From an optimization exercise on the open Yosys and OpenROAD flow, aimed at small area, a short achievable clock period and few clock cycles per item; shortcuts taken in it are not production practice. Only the layout flow was run in this run; the RTL was not checked for function there.

[flow/constraint.sdc]
create_clock -name core_clock -period 10.0 [get_ports {CLK}]
set_input_delay 2.0000 -clock core_clock [delete_from_list [all_inputs] [get_ports {CLK}]]
set_output_delay 2.0000 -clock core_clock [all_outputs]
set_load 0.01 [all_outputs]
[flow/config.mk]
export PLATFORM = sky130hd
export DESIGN_NAME = sphincs_compute_H_msg
export DESIGN_NICKNAME = sphincs_compute_H_msg
export VERILOG_FILES = /design/flow/design.v
export SDC_FILE = /design/flow/constraint.sdc
export NUM_CORES = 4
export LEC_CHECK = 0
export CAP_MARGIN = 20
export CORE_MARGIN = 2
export CORE_UTILIZATION = 40
export SLEW_MARGIN = 20
[flow/run.sh]
#!/bin/bash
# synth_recipe.tcl (not shown) runs the flow's synth.tcl, then flattens the netlist and writes it again
# the make line also repeats each setting of config.mk as NAME=value (left out here)
make -C /OpenROAD-flow-scripts/flow DESIGN_CONFIG=/design/flow/config.mk WORK_HOME=/design/flow/orfs CLKGATE_MAP_FILE= SYNTH_SCRIPT=/design/flow/synth_recipe.tcl finish
[flow/design.v]
`timescale 1ns/1ps
module sphincs_compute_H_msg (
  input  wire         CLK,
  input  wire         RST,         
  input  wire         start,       
  input  wire [127:0] R_in,
  input  wire [127:0] PKseed,
  input  wire [127:0] PKroot,
  input  wire [263:0] msg,         
  output wire [271:0] H_msg,       
  output reg          valid
);
  localparam [255:0] IV = {
    32'h6a09e667, 32'hbb67ae85, 32'h3c6ef372, 32'ha54ff53a,
    32'h510e527f, 32'h9b05688c, 32'h1f83d9ab, 32'h5be0cd19
  };
  localparam [31:0] K0_PLUS_IVH = 32'h428a2f98 + 32'h5be0cd19;
  function [31:0] rotr;
    input [31:0] x;
    input integer n;
    rotr = (x >> n) | (x << (32 - n));
  endfunction
  function [63:0] csa;
    input [31:0] x, y, z;
    reg [31:0] s, c;
    begin
      s = x ^ y ^ z;
      c = (x & y) | (x & z) | (y & z);
      csa = {s, c[30:0], 1'b0};
    end
  endfunction
  function [31:0] kconst;
    input [5:0] i;
    case (i)
      6'd00: kconst = 32'h428a2f98; 6'd01: kconst = 32'h71374491;
      6'd02: kconst = 32'hb5c0fbcf; 6'd03: kconst = 32'he9b5dba5;
      6'd04: kconst = 32'h3956c25b; 6'd05: kconst = 32'h59f111f1;
      6'd06: kconst = 32'h923f82a4; 6'd07: kconst = 32'hab1c5ed5;
      6'd08: kconst = 32'hd807aa98; 6'd09: kconst = 32'h12835b01;
      6'd10: kconst = 32'h243185be; 6'd11: kconst = 32'h550c7dc3;
      6'd12: kconst = 32'h72be5d74; 6'd13: kconst = 32'h80deb1fe;
      6'd14: kconst = 32'h9bdc06a7; 6'd15: kconst = 32'hc19bf174;
      6'd16: kconst = 32'he49b69c1; 6'd17: kconst = 32'hefbe4786;
      6'd18: kconst = 32'h0fc19dc6; 6'd19: kconst = 32'h240ca1cc;
      6'd20: kconst = 32'h2de92c6f; 6'd21: kconst = 32'h4a7484aa;
      6'd22: kconst = 32'h5cb0a9dc; 6'd23: kconst = 32'h76f988da;
      6'd24: kconst = 32'h983e5152; 6'd25: kconst = 32'ha831c66d;
      6'd26: kconst = 32'hb00327c8; 6'd27: kconst = 32'hbf597fc7;
      6'd28: kconst = 32'hc6e00bf3; 6'd29: kconst = 32'hd5a79147;
      6'd30: kconst = 32'h06ca6351; 6'd31: kconst = 32'h14292967;
      6'd32: kconst = 32'h27b70a85; 6'd33: kconst = 32'h2e1b2138;
      6'd34: kconst = 32'h4d2c6dfc; 6'd35: kconst = 32'h53380d13;
      6'd36: kconst = 32'h650a7354; 6'd37: kconst = 32'h766a0abb;
      6'd38: kconst = 32'h81c2c92e; 6'd39: kconst = 32'h92722c85;
      6'd40: kconst = 32'ha2bfe8a1; 6'd41: kconst = 32'ha81a664b;
      6'd42: kconst = 32'hc24b8b70; 6'd43: kconst = 32'hc76c51a3;
      6'd44: kconst = 32'hd192e819; 6'd45: kconst = 32'hd6990624;
      6'd46: kconst = 32'hf40e3585; 6'd47: kconst = 32'h106aa070;
      6'd48: kconst = 32'h19a4c116; 6'd49: kconst = 32'h1e376c08;
      6'd50: kconst = 32'h2748774c; 6'd51: kconst = 32'h34b0bcb5;
      6'd52: kconst = 32'h391c0cb3; 6'd53: kconst = 32'h4ed8aa4a;
      6'd54: kconst = 32'h5b9cca4f; 6'd55: kconst = 32'h682e6ff3;
      6'd56: kconst = 32'h748f82ee; 6'd57: kconst = 32'h78a5636f;
      6'd58: kconst = 32'h84c87814; 6'd59: kconst = 32'h8cc70208;
      6'd60: kconst = 32'h90befffa; 6'd61: kconst = 32'ha4506ceb;
      6'd62: kconst = 32'hbef9a3f7; default: kconst = 32'hc67178f2;
    endcase
  endfunction
  reg        busy;      
  reg        su;        
  reg [1:0]  blk;       
  reg [5:0]  rnd;       
  wire       rounding = busy & ~su;
  wire       setup    = ~busy | su;           
  wire [1:0] sblk     = busy ? blk : 2'd0;    
  wire       last     = (rnd == 6'd63);
  always @(posedge CLK or negedge RST) begin
    if (RST == 1'b0) begin
      busy  <= 1'b0;
      su    <= 1'b0;
      blk   <= 2'd0;
      rnd   <= 6'd0;
      valid <= 1'b0;
    end else begin
      valid <= rounding & last & (blk == 2'd3);
      if (!busy) begin
        if (start) begin
          busy <= 1'b1;
          su   <= 1'b0;
          blk  <= 2'd0;
          rnd  <= 6'd0;
        end
      end else if (su) begin
        su <= 1'b0;
      end else begin
        rnd <= rnd + 6'd1;
        if (last) begin
          if (blk == 2'd3) busy <= 1'b0;
          else begin
            su  <= 1'b1;
            blk <= blk + 2'd1;
          end
        end
      end
    end
  end
  reg [31:0] a, b, c, d, e, f, g, h;
  reg [31:0] P;
  reg [31:0] w0, w1, w2, w3, w4, w5, w6, w7, w8, w9, w10, w11, w12, w13, w14, w15;
  reg [255:0] hr;        
  reg [15:0]  t1top;     
  wire [255:0] state = {a, b, c, d, e, f, g, h};
  wire         ff_hr = busy & su & (blk == 2'd2);
  wire [255:0] ffx   = ff_hr ? hr : IV;
  wire [255:0] ff;
  genvar gi;
  generate
    for (gi = 0; gi < 8; gi = gi + 1) begin : g_ff
      assign ff[32*gi +: 32] = ffx[32*gi +: 32] + state[32*gi +: 32];
    end
  endgenerate
  assign H_msg = {ff, t1top};
  wire [31:0] S1 = rotr(e, 6) ^ rotr(e, 11) ^ rotr(e, 25);
  wire [31:0] S0 = rotr(a, 2) ^ rotr(a, 13) ^ rotr(a, 22);
  wire [31:0] ch = (e & f) ^ (~e & g);
  wire [31:0] mj = (a & b) | (c & (a | b));
  wire [63:0] l1 = csa(P, S1, ch);
  wire [63:0] le = csa(d, l1[63:32], l1[31:0]);
  wire [63:0] la2 = csa(l1[63:32], l1[31:0], S0);
  wire [63:0] la3 = csa(la2[63:32], la2[31:0], mj);
  wire [31:0] e_new = le[63:32] + le[31:0];
  wire [31:0] a_new = la3[63:32] + la3[31:0];
  wire [511:0] blk0 = {R_in, PKseed, PKroot, msg[263:136]};
  reg [31:0] srcw;
  always @* begin
    srcw = 32'h0;
    case (blk)
      2'd0: srcw = blk0[511 - 32*(rnd[3:0] + 4'd2) -: 32];
      2'd1: case (rnd[3:0] + 4'd2)
              4'd2:  srcw = msg[71:40];
              4'd3:  srcw = msg[39:8];
              4'd4:  srcw = {msg[7:0], 8'h80, 16'h0};
              4'd15: srcw = 32'h00000288;
              default: srcw = 32'h0;
            endcase
      default: case (rnd[3:0] + 4'd2)
              4'd2:  srcw = hr[191:160];
              4'd3:  srcw = hr[159:128];
              4'd4:  srcw = hr[127:96];
              4'd5:  srcw = hr[95:64];
              4'd6:  srcw = hr[63:32];
              4'd7:  srcw = hr[31:0];
              4'd8:  srcw = {31'h0, ~blk[0]};
              4'd9:  srcw = 32'h80000000;
              4'd15: srcw = 32'h00000120;
              default: srcw = 32'h0;
            endcase
    endcase
  end
  reg [31:0] src0, src1;
  always @* begin
    case (sblk)
      2'd0: begin src0 = R_in[127:96];  src1 = R_in[95:64];  end
      2'd1: begin src0 = msg[135:104];  src1 = msg[103:72];  end
      2'd2: begin src0 = ff[255:224];   src1 = ff[223:192];  end
      default: begin src0 = hr[255:224]; src1 = hr[223:192]; end
    endcase
  end
  wire [31:0] s0w = rotr(w1, 7) ^ rotr(w1, 18) ^ (w1 >> 3);
  wire [31:0] s1w = rotr(w14, 17) ^ rotr(w14, 19) ^ (w14 >> 10);
  wire [63:0] lw1 = csa(w0, w9, s0w);
  wire [63:0] lw2 = csa(lw1[63:32], lw1[31:0], s1w);
  wire [31:0] wcomp = lw2[63:32] + lw2[31:0];
  reg  [31:0] px, pw, pk;
  always @* begin
    if (setup) begin
      pk = K0_PLUS_IVH;
      case (sblk)
        2'd0: begin px = 32'h0; pw = R_in[127:96]; end
        2'd1: begin px = h;     pw = msg[135:104]; end
        2'd2: begin px = a;     pw = hr[255:224];  end
        default: begin px = 32'h0; pw = hr[255:224]; end
      endcase
    end else begin
      pk = kconst(rnd + 6'd1);
      px = g;
      pw = w15;
    end
  end
  wire [63:0] lp = csa(px, pw, pk);
  wire [31:0] p_new = lp[63:32] + lp[31:0];
  always @(posedge CLK) begin
    P <= p_new;
    if (setup) begin
      if (sblk == 2'd1) {a, b, c, d, e, f, g, h} <= ff;
      else              {a, b, c, d, e, f, g, h} <= IV;
    end else begin
      {a, b, c, d, e, f, g, h} <= {a_new, a, b, c, e_new, e, f, g};
    end
    {w0, w1, w2, w3, w4, w5, w6, w7, w8, w9, w10, w11, w12, w13} <=
      {w1, w2, w3, w4, w5, w6, w7, w8, w9, w10, w11, w12, w13, w14};
    if (setup) begin
      w14 <= src0;
      w15 <= src1;
    end else begin
      w14 <= w15;
      w15 <= (rnd < 6'd14) ? srcw : wcomp;
    end
    if (busy & su & (blk == 2'd1 | blk == 2'd2)) hr <= ff;
    if (busy & su & (blk == 2'd3)) t1top <= ff[255:240];
  end
endmodule
==> out/metrics.csv <==
stage;metric;value;unit
run_status;status;finished clean;
timing;Clock Skew;100;ps
timing;final worst setup slack;1100;ps
cells_and_area;register area;24500;um^2
synth;Synth Area in Compound Gates;21.8;%
routing;drt wl/cell;40.1;um
synth;Cells after Synth;7120;
die;die height;416;um
clock_network;Hold Buf Count CTS;0;
routing;# DRC;0;
synth;Synth Warn #;1;
placement;post-detail-place hpwl;333;mm
global_routing;vias in the first global route;60300;
synth;Mapped Nets;8379;
synth;#FFs+latches synth;1083;
synth;Post-synth EDFFs;272;
die;die width;416;um
timing;unrepaired setup endpoints after global routing;false;
clock_network;TritonCTS Buffers;118;
timing;count of final setup violators;0;
clock_network;Max clock buf depth;3;
timing;Slew Viols, Final;0;
global_routing;global-route wire length before repair;538;mm
clock_network;post-CTS setup buffers;0;
synth;synth top area cells;dfxtp_1, edfxtp_1, ha_1;
global_routing;aggregate global-route resource usage;45.8;%
synth;Synth Area in Simple Gates;11.9;%
clock_network;H-tree lvl count;3;
critical_path;R2R setup slack;2670;ps
cells_and_area;multi-input logic area;41100;um^2
global_routing;GRT overflow;0;
synth;post-synth top area share;23.6;%
routing;max layer used;met5;
critical_path;Arr. time, crit path;6900;ps
clock_network;# resized after CTS;0;
die;Core Rows;151;
timing;Slew headroom;11.5;%
synth;xor/xnor share of the synthesized area;8.25;%
routing;vias per cell;6.40;
die;Initial Util;40.2;%
routing;wire length on met3;39.5;mm
critical_path;critical-path cell list;and3_4 -> buf_4 -> buf_4 -> nand2b_1 -> ha_1 -> a21o_1 -> a21o_1 -> a21oi_1 -> a21boi_0 -> a2111oi_0 -> o21ai_1 -> a311o_1 -> xnor2_1 -> clkdlybuf4s50_1;
critical_path;crit-path max FO;61;
die;Die ar.;173000;um^2
cells_and_area;Synth-to-Final Area Change;23.4;%
timing;final worst-path cycle share;89.0;%
global_routing;initial antenna violation count;62;
synth;Yosys top cell by area;dfxtp_1;
critical_path;crit end category;primary output;
timing;f_max;112;MHz
placement;Buffers on Ports;923;
synth;Synth Area in Adders;13.9;%
routing;Final ANT Viol Nets;0;
synth;post-synth cell types;107;
clock_network;TritonCTS clock tree;yes;
critical_path;max incr delay on CP;880;ps
routing;DRT Pass-1 Iters;7;
clock_network;clk root buf;clkbuf_16;
routing;DRT iter0 DRCs;9361;
synth;synthesized area per cell;9.54;um^2
cells_and_area;Largest register FFs;256;
critical_path;CP max stage cell;and3_4;
run;Max-Cap Viols;0;
critical_path;Setup CP Type;reg2out;
placement;dpl ws;2080;ps
critical_path;Worst Path Buf+Inv;3;
synth;Async S/R FF share, synth;1.02;%
critical_path;Worst Path Required;8000;ps
clock_network;clk slew on worst S/H paths;70;ps
cells_and_area;Fill cells;15900;
critical_path;Top Family by Delay on Critical Path;compound AO/OA/AOI/OAI gates;
routing;M1 WL;153;mm
placement;GPL Wtd Cong;1.08;
critical_path;Startpoint Class;flip-flop;
timing;setup TNS;0;ps
routing;final wirelength;411;mm
routing;via count;65600;
hold_path;worst hold path type;reg2reg;
clock_network;Sink Count;1083;
cells_and_area;Nets;9135;
cells_and_area;Largest Register;hr;
die;I/O pins;924;
cells_and_area;share of cells above drive strength 1;6.93;%
synth;mux cell area share after synthesis;4.37;%
synth;Post-Syn Area;67900;um^2
synth;Seq/Total Area, Yosys;36.0;%
die;core area;169000;um^2
synth;Most used DFF post-synth;dfxtp_1;
timing;Slew @ Worst Pin;1320;ps
global_routing;largest net degree at the start of global routing;135;
clock_network;worst-skew pair later-pin latency;830;ps
timing;Hold Vio Cnt, Final;0;
synth;combinational family with the most area after synthesis;compound AO/OA/AOI/OAI gates;
routing;routed wl met2;172;mm
timing;Tmin final;8900;ps
## synth_stat cells, types with 84 or more instances
master,n
dfxtp_1,800
nand2_1,593
a21oi_1,504
xnor2_1,468
o21ai_0,448
ha_1,409
nor2_1,387
clkbuf_1,338
edfxtp_1,272
inv_1,240
fa_1,199
nand2b_1,175
xor2_1,168
a21o_1,147
a22oi_1,139
nand3_1,137
and2_1,121
nor3_1,105
o22a_1,100
a211oi_1,99
mux4_2,97
a22o_1,91
a31oi_1,84
## cells by family after synthesis
| kind of cell | Yosys count |
|---|---|
| AO/OA/AOI/OAI | 2188 |
| AND/OR/NAND/NOR | 1722 |
| flip-flops | 1083 |
| buffers and inverters | 677 |
| adder cells (fa/ha/maj) | 639 |
| XOR/XNOR | 638 |
| multiplexers | 173 |
## cell usage in the layout, fill, tap and decap left out, types with 165 or more instances in the layout
master / Yosys / final
o21ai_0: 448 / 444
xor2_1: 168 / 165
nand2b_1: 175 / 174
ha_1: 409 / 403
clkdlybuf4s50_1: 0 / 923
xnor2_1: 468 / 464
inv_1: 240 / 240
edfxtp_1: 272 / 272
dfxtp_1: 800 / 800
a21oi_1: 504 / 504
nand2_1: 593 / 591
nor2_1: 387 / 384
fa_1: 199 / 199
## area by class of cell
type | count | area share [%]
antenna | 46 | 0.137
clock buffer | 152 | 3.93
clock inverter | 72 | 0.897
inverter | 245 | 1.10
multi-input combinational | 5360 | 49.0
sequential | 1083 | 29.2
tap | 2218 | 3.31
timing repair buffer | 1068 | 12.4
## per-layer routing
metal	vias up	track usage, %
met5	-	0
met4	14	42.2
met3	1069	10.0
met2	4549	67.1
met1	32400	56.1
li1	27500	-
## worst register-to-register path, stage by stage, from the launching register on
cell and delay (ps):
dfrtp_4 640, buf_12 540, nand2_1 510, inv_1 240
nand3_1 230, xnor2_2 560, buf_4 460, o211ai_1 190
a21oi_1 610, fa_1 530, ha_1 380, o21a_1 140
o21ai_0 100, o311ai_2 440, a211oi_2 160, o41ai_2 640
a31oi_1 270, or3b_2 510, a31oi_1 150
## per-stage QoR
step | hold slack [ps] | utilization, % | cell area (um^2) | cells
5_1_grt | 310 | 49.5 | 83800 | 10200
3_5_place_dp | 312 | 47.1 | 79700 | 9973
2_1_floorplan | 310 | - | 67900 | 7120
3_3_place_gp | 310 | 47.1 | 79600 | 9972
4_1_cts | 303 | 49.5 | 83700 | 10200
6_report | 303 | 49.6 | 83800 | 10200
## worst paths after layout
kind | endpoint | from | cells past startpoint
worst min-delay path | w11[14] | w12[14] | 0
worst max register to register | P[26] | rnd[0] | 18
worst min register to register | w11[14] | w12[14] | 0
worst max-delay path | H_msg[269] | busy | 14
max in group asynchronous | rnd[0] | RST | 1
min in group asynchronous | blk[0] | RST | 1

separate check: timing with driven ports:
Ports are ideal in the flow. The routed layout listed here was re-timed in OpenROAD. Step 1 (the two cells are an assumption about what drives the block):
set clk [get_ports {CLK}]
set_driving_cell -lib_cell sky130_fd_sc_hd__clkbuf_16 $clk
set_driving_cell -lib_cell sky130_fd_sc_hd__buf_2 [delete_from_list [all_inputs] $clk]
Step 2 also shifts input and output timing later by t, the mid clock arrival at the registers, as if the neighbouring blocks saw the same clock. Three values: ideal, step 1, step 2; two values: the first two.
t, ns: 0.876
setup slack, ns: 1.103 / 1.010 / 1.886
clock arrival spread, ns: 0.100 / 0.100
worst slew at a driven data input, ns: 0.31
After both steps this run still meets setup and hold. The setup slack of this run moves by -0.093 ns with the drivers and by +0.783 ns with both steps.
